This design comes from an exercise in tuning for small area on the open sky130 flow, not from production work. Function was checked by simulation only, so behaviour that the tests miss may differ from the original. Power is estimated from default activity; no workload was simulated.

==> inputs of violet <==
==> flow/design.v <==
module main (input clk_in, start_button, T_frame_switch, ADC_SDAT, reset,
             output Hold_IV, Reset_IV, D_out,
             output ADC_SCLK, ADC_CS_N, ADC_SADDR,
             output Tx_out,
             output led, led_sw);
assign led = start_button;
assign led_sw = T_frame_switch;
assign ADC_SADDR = 1'b0;
reg p_rst, p_rec, p_hold, p_seq;
wire idle = ~(p_rst | p_rec | p_hold | p_seq);
reg  [17:0] Mo;
reg  [15:0] S;                        
wire [25:0] M = {S[15:8], Mo};
wire m_fb       = ~(M[25] ^ M[20]);
wire m_8001     = (M & 26'h00de151) == 26'h0018150;     
wire m_rec_end  = T_frame_switch ? ((M & 26'h3ef7fff) == 26'h1ed1172)    
                                 : ((M & 26'h3fdb19f) == 26'h1a8211d);   
wire start   = idle & ~start_button;
wire go_rec  = p_rst  & m_8001;
wire go_hold = p_rec  & m_rec_end;
wire go_seq  = p_hold & m_8001;
wire m_clr   = idle | go_hold;
reg [5:0]  K;
reg [12:0] U;
wire run = (K != 6'd19);
wire u_fb  = ~(U[12] ^ U[9]);
wire u1    = (U & 13'h0004) == 13'h0004;    
wire u3    = (U & 13'h0010) == 13'h0010;    
wire u16   = (U & 13'h0030) == 13'h0010;    
wire u17   = (U & 13'h0108) == 13'h0100;    
wire u5208 = (U & 13'h173e) == 13'h1638;    
wire u5209 = (U & 13'h0e7d) == 13'h020d;    
wire in_adc = (K >= 6'd30 && K <= 6'd61);
reg  term;
always @* begin
    if (in_adc) term = u16;
    else case (K)
        6'd28, 6'd9: term = u1;
        6'd29: term = u17;
        6'd62: term = u3;
        6'd63, 6'd0, 6'd8, 6'd10, 6'd11: term = u5209;
        default: term = u5208;
    endcase
end
wire end_seq = p_seq & (K == 6'd10) & u1;
wire sample  = run & term & in_adc & ~K[0];
always @(posedge clk_in or negedge reset) begin
    if (!reset) begin
        p_rst <= 1'b0; p_rec <= 1'b0; p_hold <= 1'b0; p_seq <= 1'b0;
        K <= 6'd19;
    end else begin
        p_rst  <= start   | (p_rst  & ~m_8001);
        p_rec  <= go_rec  | (p_rec  & ~m_rec_end);
        p_hold <= go_hold | (p_hold & ~m_8001);
        p_seq  <= go_seq  | (p_seq  & ~end_seq);
        if (go_seq) K <= 6'd28;
        else if (run & term) K <= K + 6'd1;
    end
end
always @(posedge clk_in) begin
    if (m_clr) Mo <= {17'd0, go_hold};
    else Mo <= {~Mo[16:0], m_fb};
    if (go_seq | term | ~run) U <= 13'h1aa8;
    else U <= {~U[11:0], u_fb};
    if (sample) S[7:0] <= {S[6:0], ADC_SDAT};
    if (~p_seq | sample) S[15:8] <= ~({S[14:8], p_seq ? S[7] : Mo[17]} | {8{m_clr}});
end
assign Reset_IV = ~p_rst;
assign Hold_IV  = ~p_hold;
assign D_out    = p_rst | p_hold;
assign ADC_CS_N = ~(K >= 6'd29 && K <= 6'd61);
assign ADC_SCLK = ~(in_adc & ~K[0]);
wire [3:0] sel = {K[3] | K[4], K[2:0]};
reg dbit;
always @* begin
    case (sel)
        4'd0: dbit = ~S[8];  4'd1: dbit = S[9];  4'd2: dbit = ~S[10]; 4'd3: dbit = S[11];
        4'd4: dbit = ~S[12]; 4'd5: dbit = S[13]; 4'd6: dbit = ~S[14]; 4'd7: dbit = S[15];
        4'd8: dbit = S[5];   4'd9: dbit = S[6];  4'd10: dbit = S[7];  4'd11: dbit = S[0];
        4'd12: dbit = S[1];  4'd13: dbit = S[2]; 4'd14: dbit = S[3];  default: dbit = S[4];
    endcase
end
wire is_data  = (K <= 6'd7) || (K >= 6'd11 && K <= 6'd18);
wire is_start = (K == 6'd63) || (K == 6'd10);
assign Tx_out = is_start ? 1'b0 : is_data ? dbit : 1'b1;
endmodule
==> flow/flow/run.sh <==
#!/bin/bash
# Own layout flow: the standard flow, with
#  - the standard synthesis's combinational logic re-mapped by ABC for area
#    (every flip-flop instance, its name and its cell are kept as synthesized),
#  - port buffers of the smallest buffer cell,
#  - a clock tree without dummy loads.
# Each tool's output goes to a log file in this folder.
set -euo pipefail
HERE=$(pwd)
FL=$HERE/flow
LIB=$FLOW_HOME/platforms/$FLOW_PLATFORM/lib/sky130_fd_sc_hd__tt_025C_1v80.lib
RES=$HERE/orfs/results/$FLOW_PLATFORM/main/base
export BUFFER_PORTS_ARGS="-buffer_cell sky130_fd_sc_hd__buf_1"
export CTS_ARGS="-sink_clustering_enable -repair_clock_nets -dont_use_dummy_load -buf_list sky130_fd_sc_hd__clkbuf_2 sky130_fd_sc_hd__clkbuf_4 -sink_clustering_size 12 -sink_clustering_max_diameter 60"

# 1. standard synthesis
bash standard.sh synth > synth.log 2>&1

# 2. re-map the combinational logic for area
python3 $FL/splitlib.py $LIB comb.lib seq.lib > splitlib.log 2>&1
DONT=$(awk '/DONT_USE_CELLS/{f=1} f{print} f&&!/\\$/{f=0}' $FLOW_HOME/platforms/$FLOW_PLATFORM/config.mk | grep -o 'sky130_fd_sc_hd__[A-Za-z0-9_]*' | sort -u)
DU=$(echo "$DONT" | sed 's/^/-dont_use /' | tr '\n' ' ')
cp $RES/1_2_yosys.v 1_2_yosys.standard.v
cat > remap.ys <<EOF
read_liberty -ignore_miss_func comb.lib
read_liberty -lib seq.lib
read_verilog 1_2_yosys.standard.v
hierarchy -top $FLOW_TOP
flatten
opt_clean
abc -liberty $LIB $DU -script $FL/remap.abc
opt_clean -purge
hilomap -singleton -hicell sky130_fd_sc_hd__conb_1 HI -locell sky130_fd_sc_hd__conb_1 LO
insbuf -buf sky130_fd_sc_hd__buf_1 A X
tee -o remap_stat.txt stat -liberty $LIB
write_verilog -noattr -noexpr 1_2_yosys.remapped.v
EOF
yosys -s remap.ys > remap.log 2>&1
# the flip-flops must be exactly the standard synthesis's
grep -o 'sky130_fd_sc_hd__[a-z]*df[a-z]*_[0-9]* [^ ]*' 1_2_yosys.standard.v | sort > flops.standard.txt
grep -o 'sky130_fd_sc_hd__[a-z]*df[a-z]*_[0-9]* [^ ]*' 1_2_yosys.remapped.v | sort > flops.remapped.txt
echo "$DONT" > dont_use.txt
if cmp -s flops.standard.txt flops.remapped.txt && ! grep -q -w -F -f dont_use.txt 1_2_yosys.remapped.v; then
  cp 1_2_yosys.remapped.v $RES/1_2_yosys.v
  rm -f $RES/1_synth.odb $RES/1_synth.sdc
  bash standard.sh synth > synth_odb.log 2>&1
else
  echo "flip-flops changed; keeping the standard netlist" > remap_skipped.log
fi

# 3. the rest of the standard flow
bash standard.sh > layout.log 2>&1
==> flow/flow/remap.abc <==
strash
dc2
dc2
dc2
dch
amap
topo
==> flow/flow/splitlib.py <==
# Split the platform liberty into combinational and sequential cells, so the
# remap step can expand the combinational cells into logic and keep every
# flip-flop instance as it is.
import re, sys
t = open(sys.argv[1]).read()
i = t.index('cell (')
head, cells, pos = t[:i], [], i
while True:
    j = t.find('cell (', pos)
    if j < 0:
        break
    p = t.index('{', j) + 1
    depth = 1
    while depth:
        c = t[p]
        depth += (c == '{') - (c == '}')
        p += 1
    cells.append(t[j:p])
    pos = p
tail = t[pos:]
seq = [c for c in cells if re.search(r'\n\s*(ff|latch|statetable)\s*\(', c)]
comb = [c for c in cells if c not in seq]
open(sys.argv[2], 'w').write(head + '\n'.join(comb) + tail)
open(sys.argv[3], 'w').write(head + '\n'.join(seq) + tail)
==> flow/standard.sh <==
#!/bin/bash
# synth_recipe.tcl (not shown) runs the flow's synth.tcl, then flattens the netlist and writes it again
# the make line also repeats each setting of config.mk as NAME=value (left out here)
make -C /OpenROAD-flow-scripts/flow DESIGN_CONFIG=/design/flow/config.mk WORK_HOME=/design/flow/orfs CLKGATE_MAP_FILE= SYNTH_SCRIPT=/design/flow/synth_recipe.tcl "${@:-finish}"
==> flow/config.mk <==
export PLATFORM = sky130hd
export DESIGN_NAME = main
export DESIGN_NICKNAME = main
export VERILOG_FILES = /design/flow/design.v
export SDC_FILE = /design/flow/constraint.sdc
export NUM_CORES = 4
export LEC_CHECK = 0
export CAP_MARGIN = 20
export CORE_MARGIN = 2
export CORE_UTILIZATION = 60
export CTS_BUF_LIST = sky130_fd_sc_hd__clkbuf_4
export CTS_CLUSTER_DIAMETER = 200
export CTS_CLUSTER_SIZE = 40
export SLEW_MARGIN = 20
==> flow/constraint.sdc <==
create_clock -name core_clock -period 20.0 [get_ports {clk_in}]
set_input_delay 4.0000 -clock core_clock [delete_from_list [all_inputs] [get_ports {clk_in}]]
set_output_delay 4.0000 -clock core_clock [all_outputs]
set_load 0.01 [all_outputs]
==> raven (differences from violet) <==
--- a/flow/design.v
+++ b/flow/design.v
@@ -8,20 +8,25 @@
 assign ADC_SADDR = 1'b0;
 reg p_rst, p_rec, p_hold, p_seq;
+reg [5:0] K;                          
+wire run = (K != 6'd19);              
 wire idle = ~(p_rst | p_rec | p_hold | p_seq);
-reg  [17:0] Mo;
+reg  [9:0]  Mo;
 reg  [15:0] S;                        
-wire [25:0] M = {S[15:8], Mo};
-wire m_fb       = ~(M[25] ^ M[20]);
-wire m_8001     = (M & 26'h00de151) == 26'h0018150;     
-wire m_rec_end  = T_frame_switch ? ((M & 26'h3ef7fff) == 26'h1ed1172)    
-                                 : ((M & 26'h3fdb19f) == 26'h1a8211d);   
+wire [17:0] P = {S[15:8], Mo};
+wire [7:0]  Q = S[7:0];
+wire p_fb    = ~(P[17] ^ P[16]);
+wire p_8001  = (P & 18'h1f145) == 18'h03045;            
+wire p_wrap  = (P & 18'h1ffff) == 18'h09d83;            
+wire m_rec_end = T_frame_switch ? (~P[0] & ((Q & 8'd235) == 8'd235))             
+                                : (((P & 18'h3944d) == 18'h39041) & ((Q & 8'd130) == 8'd2));  
 wire start   = idle & ~start_button;
-wire go_rec  = p_rst  & m_8001;
-wire go_hold = p_rec  & m_rec_end;
-wire go_seq  = p_hold & m_8001;
-wire m_clr   = idle | go_hold;
-reg [5:0]  K;
+wire go_rec  = p_rst  & p_8001;
+wire rec_end = m_rec_end & ~run;      
+wire go_hold = p_rec  & rec_end;
+wire go_seq  = p_hold & p_8001;
+wire tick    = p_rec  & p_wrap;
+wire [17:0] P_next = (idle | tick) ? 18'h15555 : go_hold ? 18'h15556
+                   : {~S[14:8], ~(p_seq ? S[7] : Mo[9]), ~Mo[8:0], p_fb};
 reg [12:0] U;
-wire run = (K != 6'd19);
 wire u_fb  = ~(U[12] ^ U[9]);
 wire u1    = (U & 13'h0004) == 13'h0004;    
@@ -45,4 +50,6 @@
 wire end_seq = p_seq & (K == 6'd10) & u1;
 wire sample  = run & term & in_adc & ~K[0];
+wire q_load  = (run & term & (K == 6'd18)) | (~run & idle);
+wire q_fb    = ~(S[7] ^ S[2]);
 always @(posedge clk_in or negedge reset) begin
     if (!reset) begin
@@ -50,7 +57,7 @@
         K <= 6'd19;
     end else begin
-        p_rst  <= start   | (p_rst  & ~m_8001);
-        p_rec  <= go_rec  | (p_rec  & ~m_rec_end);
-        p_hold <= go_hold | (p_hold & ~m_8001);
+        p_rst  <= start   | (p_rst  & ~p_8001);
+        p_rec  <= go_rec  | (p_rec  & ~rec_end);
+        p_hold <= go_hold | (p_hold & ~p_8001);
         p_seq  <= go_seq  | (p_seq  & ~end_seq);
         if (go_seq) K <= 6'd28;
@@ -59,10 +66,9 @@
 end
 always @(posedge clk_in) begin
-    if (m_clr) Mo <= {17'd0, go_hold};
-    else Mo <= {~Mo[16:0], m_fb};
+    Mo <= P_next[9:0];
     if (go_seq | term | ~run) U <= 13'h1aa8;
     else U <= {~U[11:0], u_fb};
-    if (sample) S[7:0] <= {S[6:0], ADC_SDAT};
-    if (~p_seq | sample) S[15:8] <= ~({S[14:8], p_seq ? S[7] : Mo[17]} | {8{m_clr}});
+    if (sample | q_load | tick) S[7:0] <= q_load ? 8'd246 : {S[6:0], p_seq ? ADC_SDAT : q_fb};
+    if (~p_seq | sample) S[15:8] <= P_next[17:10];
 end
 assign Reset_IV = ~p_rst;
==> flow/flow/run.sh (replaced) <==
#!/bin/bash
# Own layout flow: the standard flow, with
#  - the standard synthesis's combinational logic re-mapped by ABC for area
#    (every flip-flop instance, its name and its cell are kept as synthesized),
#  - port buffers of the smallest buffer cell,
#  - a clock tree without dummy loads.
# Each tool's output goes to a log file in this folder.
set -euo pipefail
HERE=$(pwd)
FL=$HERE/flow
LIB=$FLOW_HOME/platforms/$FLOW_PLATFORM/lib/sky130_fd_sc_hd__tt_025C_1v80.lib
RES=$HERE/orfs/results/$FLOW_PLATFORM/main/base
export BUFFER_PORTS_ARGS="-buffer_cell sky130_fd_sc_hd__buf_1"
export CTS_ARGS="-sink_clustering_enable -repair_clock_nets -dont_use_dummy_load -buf_list sky130_fd_sc_hd__clkbuf_8 -sink_clustering_levels 1 -sink_clustering_size 30 -sink_clustering_max_diameter 300"

# 1. standard synthesis
bash standard.sh synth > synth.log 2>&1

# 2. re-map the combinational logic for area
python3 $FL/splitlib.py $LIB comb.lib seq.lib > splitlib.log 2>&1
DONT=$(awk '/DONT_USE_CELLS/{f=1} f{print} f&&!/\\$/{f=0}' $FLOW_HOME/platforms/$FLOW_PLATFORM/config.mk | grep -o 'sky130_fd_sc_hd__[A-Za-z0-9_]*' | sort -u)
DU=$(echo "$DONT" | sed 's/^/-dont_use /' | tr '\n' ' ')
cp $RES/1_2_yosys.v 1_2_yosys.standard.v
echo "$DONT" > dont_use.txt
grep -o 'sky130_fd_sc_hd__[a-z]*df[a-z]*_[0-9]* [^ ]*' 1_2_yosys.standard.v | sort > flops.standard.txt
# try several ABC scripts and keep the smallest netlist that keeps every
# flip-flop and uses no don't-use cell
best=""; best_area=""
for abc in $FL/remap*.abc; do
  n=$(basename $abc .abc)
  cat > $n.ys <<EOF
read_liberty -ignore_miss_func comb.lib
read_liberty -lib seq.lib
read_verilog 1_2_yosys.standard.v
hierarchy -top $FLOW_TOP
flatten
opt_clean
abc -liberty $LIB $DU -script $abc
opt_clean -purge
hilomap -singleton -hicell sky130_fd_sc_hd__conb_1 HI -locell sky130_fd_sc_hd__conb_1 LO
insbuf -buf sky130_fd_sc_hd__buf_1 A X
tee -o $n.stat stat -liberty $LIB
write_verilog -noattr -noexpr $n.v
EOF
  yosys -s $n.ys > $n.log 2>&1 || continue
  grep -o 'sky130_fd_sc_hd__[a-z]*df[a-z]*_[0-9]* [^ ]*' $n.v | sort > $n.flops.txt
  cmp -s flops.standard.txt $n.flops.txt || continue
  grep -q -w -F -f dont_use.txt $n.v && continue
  area=$(sed -n 's/.*Chip area for module.*: *\([0-9.]*\).*/\1/p' $n.stat | head -1)
  [ -n "$area" ] || continue
  echo "$n $area" >> remap_areas.log
  if [ -z "$best" ] || awk -v a="$area" -v b="$best_area" 'BEGIN{exit !(a<b)}'; then best=$n; best_area=$area; fi
done
if [ -n "$best" ]; then
  echo "using $best ($best_area)" >> remap_areas.log
  cp $best.v 1_2_yosys.remapped.v
  cp 1_2_yosys.remapped.v $RES/1_2_yosys.v
  rm -f $RES/1_synth.odb $RES/1_synth.sdc
  bash standard.sh synth > synth_odb.log 2>&1
else
  echo "no remapped netlist kept; using the standard one" >> remap_areas.log
fi

# 3. the rest of the standard flow
bash standard.sh > layout.log 2>&1
==> flow/flow/remap1.abc (new file) <==
strash
dc2
dc2
dc2
dch
amap
topo
==> flow/flow/remap2.abc (new file) <==
strash
dc2
dc2
dc2
dch -f
amap
topo
==> flow/flow/remap3.abc (new file) <==
strash
dc2
dc2
dch
amap
topo
==> flow/flow/remap4.abc (new file) <==
strash
rewrite
refactor
balance
dc2
dc2
dch
amap
topo
==> flow/flow/remap5.abc (new file) <==
strash
dc2
dc2
dc2
dc2
dch -f
amap
topo
==> flow/flow/remap6.abc (new file) <==
strash
dch
map -a
topo
removed: flow/flow/remap.abc
==> ember (differences from violet) <==
--- a/flow/flow/run.sh
+++ b/flow/flow/run.sh
@@ -12,5 +12,5 @@
 RES=$HERE/orfs/results/$FLOW_PLATFORM/main/base
 export BUFFER_PORTS_ARGS="-buffer_cell sky130_fd_sc_hd__buf_1"
-export CTS_ARGS="-sink_clustering_enable -repair_clock_nets -dont_use_dummy_load -buf_list sky130_fd_sc_hd__clkbuf_2 sky130_fd_sc_hd__clkbuf_4 -sink_clustering_size 12 -sink_clustering_max_diameter 60"
+export CTS_ARGS="-sink_clustering_enable -repair_clock_nets -dont_use_dummy_load -buf_list sky130_fd_sc_hd__clkbuf_16 -sink_clustering_size 64 -sink_clustering_max_diameter 500"
 
 # 1. standard synthesis
==> flow/flow/remap.abc (replaced) <==
strash
dch
map -a
topo
==> umber (differences from violet) <==
--- a/flow/flow/run.sh
+++ b/flow/flow/run.sh
@@ -12,5 +12,5 @@
 RES=$HERE/orfs/results/$FLOW_PLATFORM/main/base
 export BUFFER_PORTS_ARGS="-buffer_cell sky130_fd_sc_hd__buf_1"
-export CTS_ARGS="-sink_clustering_enable -repair_clock_nets -dont_use_dummy_load -buf_list sky130_fd_sc_hd__clkbuf_2 sky130_fd_sc_hd__clkbuf_4 -sink_clustering_size 12 -sink_clustering_max_diameter 60"
+export CTS_ARGS="-sink_clustering_enable -repair_clock_nets -dont_use_dummy_load -buf_list sky130_fd_sc_hd__clkbuf_4 -sink_clustering_size 40 -sink_clustering_max_diameter 200"
 
 # 1. standard synthesis
==> flow/flow/remap.abc (replaced) <==
strash
dch
map -a
topo
==> flow_summary.yaml <==
run_status:
  outcome: "stopped before the end"
  stop_stage: "4_1_cts"
  error_line: "[ERROR STA-0564] clock_tree_synthesis positional arguments not supported."
floorplan:
  die_w_um: 64.5
  fp-row-count: 21
synth:
  syn_area_um2: 2200
(the above is from violet)
==> flow_summary.yaml <==
floorplan:
  fp-row-count: 22
  die_w_um: 65.8
synth:
  syn_area_um2: 2290
run_status:
  outcome: "timing/DRC/antenna clean"
pwr:
  switching_share_pct: 20.5
setup_path:
  worstPathArrival_ns: 4.28
clocking:
  clk_pin_slew_worst_paths_ns: 0.09
  h-tree-depth: 3
(the above is from umber)
==> flow_summary.yaml <==
floorplan:
  die_w_um: 63.2
  fp-row-count: 21
run_status:
  outcome: "timing/DRC/antenna clean"
synth:
  syn_area_um2: 2100
(the above is from raven)
==> flow_summary.yaml <==
finish:
  multi_input_area_share_pct: 29.8
  clkbuf_count: 9
floorplan:
  fp-row-count: 22
  die_w_um: 65.8
run_status:
  outcome: "timing/DRC/antenna clean"
pwr:
  power_leader: "clock"
setup_path:
  rr_endpoint: "S[14]"
synth:
  syn_area_um2: 2290
sta:
  tightestPinTransition_ns: 1.04
(the above is from ember)

## separate check: timing with driven ports
In the flow no input, the clock included, has a driving cell. The finished layouts below were timed again as built, in two steps.
Step 1 sets driving cells, clkbuf_16 on the clock port and buf_2 on the other inputs (assumed; they add their load-dependent delay and slew).
Step 2 times the ports against the registers' clock, not the clock port: input delays grow and output delays shrink by t, the midpoint of the rising clock arrivals with the driver on.
Three values: ideal, step 1, step 2; two values: the first two.
run	t, ns	slack for setup (ns)	latest minus earliest clock arrival (ns)	slew at the worst register clock pin (ns)
raven	0.322	11.715 / 11.693 / 11.693	0.017 / 0.017	0.09 / 0.09
ember	0.345	11.723 / 11.700 / 11.700	0.009 / 0.009	0.05 / 0.05
umber	0.408	11.723 / 11.700 / 11.700	0.021 / 0.022	0.09 / 0.09
After both steps setup and hold are still met in every run listed.
